This design comes from an exercise in tuning for small area on the open sky130 flow, not from production work. Function was checked by simulation only, so behaviour that the tests miss may differ from the original. Power figures rest on the tool's default switching activity, not on a simulated workload.

==> run a <==
// Draw_Waveform
module Draw_Waveform(
    input clk_sample,  
    input rst,         
    input waveform_sw,
    input freeze_sw,
    input advanced_sw,
    input [9:0] wave_sample,
    input [11:0] VGA_HORZ_COORD,
    input [11:0] VGA_VERT_COORD,
    input [2:0] colour_select,
    output reg [3:0] VGA_Red_waveform,
    output reg [3:0] VGA_Green_waveform,
    output reg [3:0] VGA_Blue_waveform
    );
    reg [10:0] n;
    reg [7:0]  ng;
    reg [2:0]  ns;
    reg        fdc;           
    reg [7:0]  jq;
    reg [2:0]  jr;
    reg        lap;           
    reg [1:0]  col;           
    reg [10:0] r;             
    reg [12639:0]     sring;   
    reg [9:0]         lb [0:15];    
    reg [9:0]         bk [0:15];    
    reg [15:0]        bk_v;
    reg [6:0]         bk_st;   
    reg [10:0]        last;    
    reg [2:0]         lidx [1:212];
    reg [212*15-1:0]  ering;   
    reg [7:0]         u;       
    reg [7:0]         hm, hn0, hn1;  
    reg               hx;      
    reg               pv;      
    reg [7:0]         pw;
    reg [14:0]        pd;
    wire n_end  = (n == 11'd1279);
    wire ns_end = (ns == 3'd5) || n_end;
    wire step   = (n == 11'd6)   || (n == 11'd165) || (n == 11'd324) || (n == 11'd483) ||
                  (n == 11'd642) || (n == 11'd801) || (n == 11'd960) || (n == 11'd1119) ||
                  (n == 11'd1278);
    wire j_wrap = (jq == 8'd213) && (jr == 3'd1);
    wire rot    = step && (jr == 3'd5);
    wire clear  = step && !j_wrap && !freeze_sw;
    wire fdc_next = freeze_sw && (n_end || fdc);
    wire write_en = !(freeze_sw && fdc_next);
    wire wr     = !rst && write_en;
    wire [10:0] r1    = (r >= 11'd1263) ? 11'd0 : r + 11'd1;
    wire [3:0]  q_due = r1[3:0];
  ...
export LEC_CHECK = 0
export CAP_MARGIN = 30
export CORE_MARGIN = 2
export CORE_UTILIZATION = 65
export GPL_TIMING_DRIVEN = 0
export SETUP_SLACK_MARGIN = 0.8
export SLEW_MARGIN = 30
export SYNTH_HIERARCHICAL = 1
export SYNTH_MEMORY_MAX_BITS = 100000
create_clock -name core_clock -period 25.0 [get_ports {clk_sample}]
standard.sh (not shown) runs the stock make flow with config.mk's settings and CLKGATE_MAP_FILE= SYNTH_SCRIPT=/design/flow/synth_recipe.tcl, a recipe that flattens the netlist after the stock synthesis.
==> flow/flow/run.sh <==
#!/bin/bash
# Layout flow: the standard flow (standard.sh) with a leaner clock tree, faster port
# buffers and timing repair limited to sizing and buffering. Synthesis is the standard one,
# unchanged.
#  - clock tree: clkbuf_16 at the sinks (clusters of up to 30 flip-flops within 50 um),
#    clkbuf_8 in the tree, clkbuf_16 at the root, and no dummy loads;
#  - port buffers: buf_4 instead of the default delay-cell buffer;
#  - repair_timing without pin swapping or gate cloning, so that the layout's netlist keeps
#    the synthesized structure.
# Each step's full output goes to a log file of its own in the folder this runs in; ORFS also
# keeps its per-step logs under orfs/logs.
set -euo pipefail
export CTS_ARGS="-sink_clustering_enable -repair_clock_nets -sink_clustering_size 30 -sink_clustering_max_diameter 50 -buf_list sky130_fd_sc_hd__clkbuf_8 -sink_clustering_buffer sky130_fd_sc_hd__clkbuf_16 -root_buf sky130_fd_sc_hd__clkbuf_16 -dont_use_dummy_load"
export BUFFER_PORTS_ARGS="-buffer_cell sky130_fd_sc_hd__buf_4"
export SKIP_PIN_SWAP=1
export SKIP_GATE_CLONING=1
bash standard.sh synth > synth.log 2>&1
bash standard.sh place > place.log 2>&1
bash standard.sh cts > cts.log 2>&1
bash standard.sh finish > route_finish.log 2>&1
==> run b: changes against run a <==
CORE_UTILIZATION = 78   (was 65)
==> run c: changes against run a <==
==> flow/flow/run.sh (replaced) <==
#!/bin/bash
# Layout flow: the standard flow (standard.sh) with a leaner clock tree and faster port
# buffers. Synthesis is the standard one, unchanged.
#  - clock tree: clkbuf_16 at the sinks (clusters of up to 30 flip-flops within 50 um),
#    clkbuf_8 in the tree, clkbuf_16 at the root, and no dummy loads;
#  - port buffers: buf_4 instead of the default delay-cell buffer.
# Each step's full output goes to a log file of its own in the folder this runs in; ORFS also
# keeps its per-step logs under orfs/logs.
set -euo pipefail
export CTS_ARGS="-sink_clustering_enable -repair_clock_nets -sink_clustering_size 30 -sink_clustering_max_diameter 50 -buf_list sky130_fd_sc_hd__clkbuf_8 -sink_clustering_buffer sky130_fd_sc_hd__clkbuf_16 -root_buf sky130_fd_sc_hd__clkbuf_16 -dont_use_dummy_load"
export BUFFER_PORTS_ARGS="-buffer_cell sky130_fd_sc_hd__buf_4"
bash standard.sh synth > synth.log 2>&1
bash standard.sh place > place.log 2>&1
bash standard.sh cts > cts.log 2>&1
bash standard.sh finish > route_finish.log 2>&1
CAP_MARGIN = 10   (was 30)
SLEW_MARGIN = 10   (was 30)
==> summary of the runs <==
- In sequential cell count, run a and run c do not differ.
- Run a finished with timing, DRC and antenna clean. Run b finished but failed the layout checks on slew limit. Run c completed, yet does not pass: capacitance limit, slew limit.
- Clock-buffer cell count: run a > run c > run b.
- Cell area: run a > run c > run b.
- The lowest core utilization belongs to run c, the highest to run b.
- In combinational power, run a and run c hardly differ.
- In area after synthesis, run b and run a do not differ.
==> figures <==
quantity	run b	run a	run c
Post-CTS setup buffer count	5	3	5
Storage element area	0.349 mm^2	0.349 mm^2	0.349 mm^2
Grt met3 use	19.3%	10.4%	10.7%
Buffers and inverters on the worst path	8	14	14
Depth of the worst register-to-register path	32	33	32
Result of the run	failed layout checks	complete, no violations	failed layout checks
Layout check failures	slew limit	-	capacitance limit, slew limit
Cell Count Post-Placement	39.4k	41.0k	40.8k
Share of cell area taken by flip-flops and latches	70.0%	69.2%	69.6%
Worst hold path startpoint	ering[1079]$_DFF_P_	ering[1022]$_DFF_P_	ering[1006]$_DFF_P_
Later-pin clock latency in the skew report	1.49 ns	1.50 ns	1.51 ns
Largest fanout of any net on the critical path	16	13	13
Max-slew violation count	1	0	4
Tapcell Cnt	7755	9270	9270

## separate check: timing with driven ports
In the flow no input, the clock included, has a driving cell. The finished layouts below were timed again as built, in two steps.
Step 1 (the two cells are an assumption about what drives the block):
set clk [get_ports {clk_sample}]
set_driving_cell -lib_cell sky130_fd_sc_hd__clkbuf_16 $clk
set_driving_cell -lib_cell sky130_fd_sc_hd__buf_2 [delete_from_list [all_inputs] $clk]
Step 2 also shifts input and output timing later by t, the mid clock arrival at the registers, as if the neighbouring blocks saw the same clock.
a / b / c = no drivers / after step 1 / after step 2; a / b = the first two.
run	t, ns	setup slack, ns	slew at the worst register clock pin (ns)
run a	1.548	0.548 / 0.416 / 0.416	0.11 / 0.11
run b	1.514	0.367 / 0.338 / 0.338	0.12 / 0.12
run c	1.565	0.634 / 0.492 / 0.492	0.11 / 0.11
For run c, which loses most, drivers alone change the setup slack by -0.142 ns; drivers and shift together by -0.142 ns.
